Background: an optimization exercise with open tools, aiming at small area, a short achievable clock period and few clock cycles. Do not read the settings as production practice.
Function was checked by simulation only, so behaviour that the tests miss may differ from the original.

==> inputs of run a <==
==> flow/design.v (excerpt) <==
module top_mac(rst, clk, stf, x, a, n, s, eof, i, y);
	input rst, clk, stf;
	input [17:0] x;
	input [35:0] a;
	input [5:0] n;
	input [5:0] s;
	output eof;
	output [5:0] i;
	output [17:0] y;
	localparam [59:0] M1 = 60'h1157ffffffff520;
	reg busy_q, run_q;
	reg [5:0] i_q;
	reg [59:0] q0;
	wire [59:0] q1, d0, d1, r;
	wire en = busy_q | stf;
	wire keep = busy_q | (run_q & ~stf);
	mult_generic mod_mult (.x(x), .a(a), .en(en), .keep(keep), .r(r), .d0(d0), .d1(d1));
	always @(posedge clk)
		q0 <= d0;
	genvar g;
	generate
		for (g = 0; g < 60; g = g + 1) begin : acc1
			if (M1[g]) begin : ff
				reg b;
				always @(posedge clk)
					b <= d1[g];
				assign q1[g] = b;
			end else begin : zero
				assign q1[g] = 1'b0;
			end
		end
	endgenerate
	always @(posedge clk, posedge rst) begin
		if (rst) begin
			busy_q <= 1'b0;
			run_q <= 1'b0;
			i_q <= 6'd0;
		end else begin
			run_q <= 1'b1;
			if (!busy_q) begin
				if (stf && n != 6'd0) begin
					busy_q <= 1'b1;
					i_q <= n;
				end
			end else if (i_q == 6'd1) begin
				busy_q <= 1'b0;
				i_q <= 6'd0;
			end else begin
				i_q <= i_q - 6'd1;
			end
		end
	end
	sum_generic mod_sum (.q(q0), .p(q1), .s(r));
	ajuste mod_ajuste (.r(r), .s(s), .y(y));
	assign eof = ~busy_q;
	assign i = i_q;
endmodule
export LEC_CHECK = 0
export ABC_AREA = 1
export CAP_MARGIN = 20
export CORE_MARGIN = 2
export CORE_UTILIZATION = 40
export PLACE_DENSITY = 0.45
export SETUP_SLACK_MARGIN = 3.6
export SLEW_MARGIN = 20
export TNS_END_PERCENT = 10
create_clock -name core_clock -period 9.0 [get_ports {clk}]
standard.sh (not shown) runs the stock make flow with config.mk's settings and CLKGATE_MAP_FILE= SYNTH_SCRIPT=/design/flow/synth_recipe.tcl, a recipe that flattens the netlist after the stock synthesis.
==> flow/flow/run.sh <==
#!/bin/bash
# Layout flow: the standard flow (standard.sh) with these changes:
#  - every input and output port is buffered by sky130_fd_sc_hd__buf_4 (then sized by the
#    resizer) instead of the buffer that buffer_ports picks by itself;
#  - after the standard synthesis, flow/polopt.py chooses the polarity of the full adders and
#    swaps simple gates for their complement cells to remove inverters (registers untouched);
#  - clock tree synthesis without dummy loads;
#  - no second timing repair after global routing (the one after clock tree synthesis stays).
# Each step's output goes to a log file of its own in this folder.
set -euo pipefail
export BUFFER_PORTS_ARGS="-buffer_cell sky130_fd_sc_hd__buf_4"
export CTS_ARGS="-sink_clustering_enable -repair_clock_nets -dont_use_dummy_load"
export SKIP_INCREMENTAL_REPAIR=1
R=orfs/results/${FLOW_PLATFORM:-sky130hd}/top_mac/base
LIB=$FLOW_HOME/platforms/sky130hd/lib/sky130_fd_sc_hd__tt_025C_1v80.lib
bash standard.sh synth > flow_synth.log 2>&1
cp $R/1_2_yosys.v standard_1_2_yosys.v
python3 flow/polopt.py $LIB standard_1_2_yosys.v $R/1_2_yosys.v > flow_polopt.log 2>&1
bash standard.sh do-1_synth > flow_synth_odb.log 2>&1
bash standard.sh > flow_layout.log 2>&1
Other scripts of this flow, unchanged in this note and not shown: flow/flow/polopt.py
==> run b (differences from run a) <==
--- a/flow/flow/run.sh
+++ b/flow/flow/run.sh
@@ -4,13 +4,11 @@
 #    resizer) instead of the buffer that buffer_ports picks by itself;
 #  - after the standard synthesis, flow/polopt.py chooses the polarity of the full adders and
 #    swaps simple gates for their complement cells to remove inverters (registers untouched);
-#  - clock tree synthesis without dummy loads;
-#  - no second timing repair after global routing (the one after clock tree synthesis stays).
+#  - clock tree synthesis without dummy loads.
 # Each step's output goes to a log file of its own in this folder.
 set -euo pipefail
 export BUFFER_PORTS_ARGS="-buffer_cell sky130_fd_sc_hd__buf_4"
 export CTS_ARGS="-sink_clustering_enable -repair_clock_nets -dont_use_dummy_load"
-export SKIP_INCREMENTAL_REPAIR=1
 R=orfs/results/${FLOW_PLATFORM:-sky130hd}/top_mac/base
 LIB=$FLOW_HOME/platforms/sky130hd/lib/sky130_fd_sc_hd__tt_025C_1v80.lib
 bash standard.sh synth > flow_synth.log 2>&1
==> qor summary <==
Combined area of the multi-input logic cells: run b 18500 sq um; run a 17500 sq um
Share of cell area taken by multi-input logic gates: run b 0.731; run a 0.750
Met1 wire length: run b 38300 um; run a 37900 um
Startpoint of the worst register-to-register path: run b q0[15]$_DFF_P_; run a q0[13]$_DFF_P_
Outcome: run b complete, no violations; run a complete, no violations
Setup slack, reg-to-reg: run b 3.60 ns; run a 3.53 ns
Number of DRC markers in iteration 0: run b 1732; run a 1618
Post-Layout Inst Area: run b 25300 sq um; run a 23300 sq um
Number of vias after detailed routing: run b 18876; run a 18415
Register fraction of the total cell area: run b 0.0900; run a 0.0971
Worst Reg-to-Reg Cells: run b 16; run a 20
Mean number of vias per cell: run b 6.00; run a 5.96
Clock period minus final worst setup slack: run b 5.51 ns; run a 5.55 ns
Latest clock arrival within the worst-skew pair: run b 0.40 ns; run a 0.39 ns
Testbench counts of run a, summed over its fixed seeds: cycles 32,262.
Testbench counts of run b, summed over its fixed seeds: cycles 32,262.


==> raven <==
top_mac, a different RTL version from the one above (not shown whole).
==> flow/config.mk <==
export PLATFORM = sky130hd
export DESIGN_NAME = top_mac
export DESIGN_NICKNAME = top_mac
export VERILOG_FILES = /design/flow/design.v
export SDC_FILE = /design/flow/constraint.sdc
export NUM_CORES = 8
export LEC_CHECK = 0
export CAP_MARGIN = 20
export CORE_MARGIN = 2
export CORE_UTILIZATION = 40
export PLACE_DENSITY = 0.45
export SLEW_MARGIN = 20
==> flow/constraint.sdc <==
create_clock -name core_clock -period 9.0 [get_ports {clk}]
set_input_delay 1.8000 -clock core_clock [delete_from_list [all_inputs] [get_ports {clk}]]
set_output_delay 1.8000 -clock core_clock [all_outputs]
set_load 0.01 [all_outputs]
run.sh (not shown) runs the stock make flow with config.mk's settings and CLKGATE_MAP_FILE= SYNTH_SCRIPT=/design/flow/synth_recipe.tcl, a recipe that flattens the netlist after the stock synthesis.
Stock flow here: none of the scripts above is used.
==> inputs of delta, as changes to raven <==
--- a/flow/config.mk
+++ b/flow/config.mk
@@ -6,7 +6,9 @@
 export NUM_CORES = 8
 export LEC_CHECK = 0
+export ABC_CLOCK_PERIOD_IN_PS = 4500
 export CAP_MARGIN = 20
 export CORE_MARGIN = 2
 export CORE_UTILIZATION = 40
 export PLACE_DENSITY = 0.45
+export SETUP_SLACK_MARGIN = 4.0
 export SLEW_MARGIN = 20
==> comparison table <==
Met3 global-route usage: raven 3.99%; delta 5.55%
Clock skew after layout: raven 0.0109 ns; delta 0.0193 ns
Top achievable clock speed: raven 0.128 GHz; delta 0.152 GHz
Global-route usage over all layers: raven 31.3%; delta 34.0%
Layout-stage area growth over the synthesis result: raven 7.02%; delta 30.7%
Multi-input gate share of total cell area: raven 76.6%; delta 71.4%
Least-Margin Pin Slew: raven 1.25 ns; delta 1.19 ns
Global routing usage on met2: raven 51.1%; delta 54.0%
Final critical path time including I/O delays and setup: raven 7.83 ns; delta 6.57 ns
Setup slack of the most critical reg-to-reg path: raven 3.67 ns; delta 4.14 ns
Startpoint of the worst setup timing path: raven acc1[2].ff.b$_DFF_P_; delta q0[0]$_DFF_P_
DR vias: raven 24147; delta 25890
Ratio of cells with drive above 1 in the final layout: raven 6.77%; delta 32.2%
Clock-pin slew of the registers on the worst-case setup and hold paths: raven 0.07 ns; delta 0.06 ns
Uppermost layer routed: raven met4; delta met5
Number of vias per cell after detailed routing: raven 6.11; delta 6.19
CP max stage cell: raven sky130_fd_sc_hd__a31oi_1; delta sky130_fd_sc_hd__clkdlybuf4s50_1
Status: raven no timing/DRC/antenna violations; delta no timing/DRC/antenna violations
CP bufs+invs: raven 1; delta 2
Half-perimeter wire length after placement: raven 81100 microns; delta 80200 microns
Multi-input combinational cell count: raven 2461; delta 2465
Testbench counts of raven, summed over its fixed seeds: cycles 32,262.
Testbench counts of delta, summed over its fixed seeds: cycles 32,262.

## afterwards: timing with drivers on the ports
The flow's constraints put no driver on any port. The routed layouts listed below were extracted and timed again, unchanged, in two steps. Step 1 sets driving cells, clkbuf_16 on the clock port and buf_2 on the other inputs (assumed; they add their load-dependent delay and slew). Step 2 adds t to the input delays and takes it off the output delays; t is the mean of the earliest and latest rising clock arrival at the registers after step 1. Input paths then give back, and output paths get back, about the clock's delay inside the block. a / b / c = ideal ports / drivers / drivers and shift; a / b = the first two.
run	t (ns)	setup WS [ns]	cell pins on the clock port's net
run a	0.444	3.445 / 3.444 / 3.043	1
run b	0.449	3.486 / 3.425 / 3.076	1
raven	0.540	1.170 / 1.102 / 1.642	1
delta	0.547	2.429 / 2.359 / 2.515	1
After both steps setup and hold are still met in every run listed. The setup slack of run b, which loses most, moves by -0.061 ns with the drivers and by -0.410 ns with both steps.
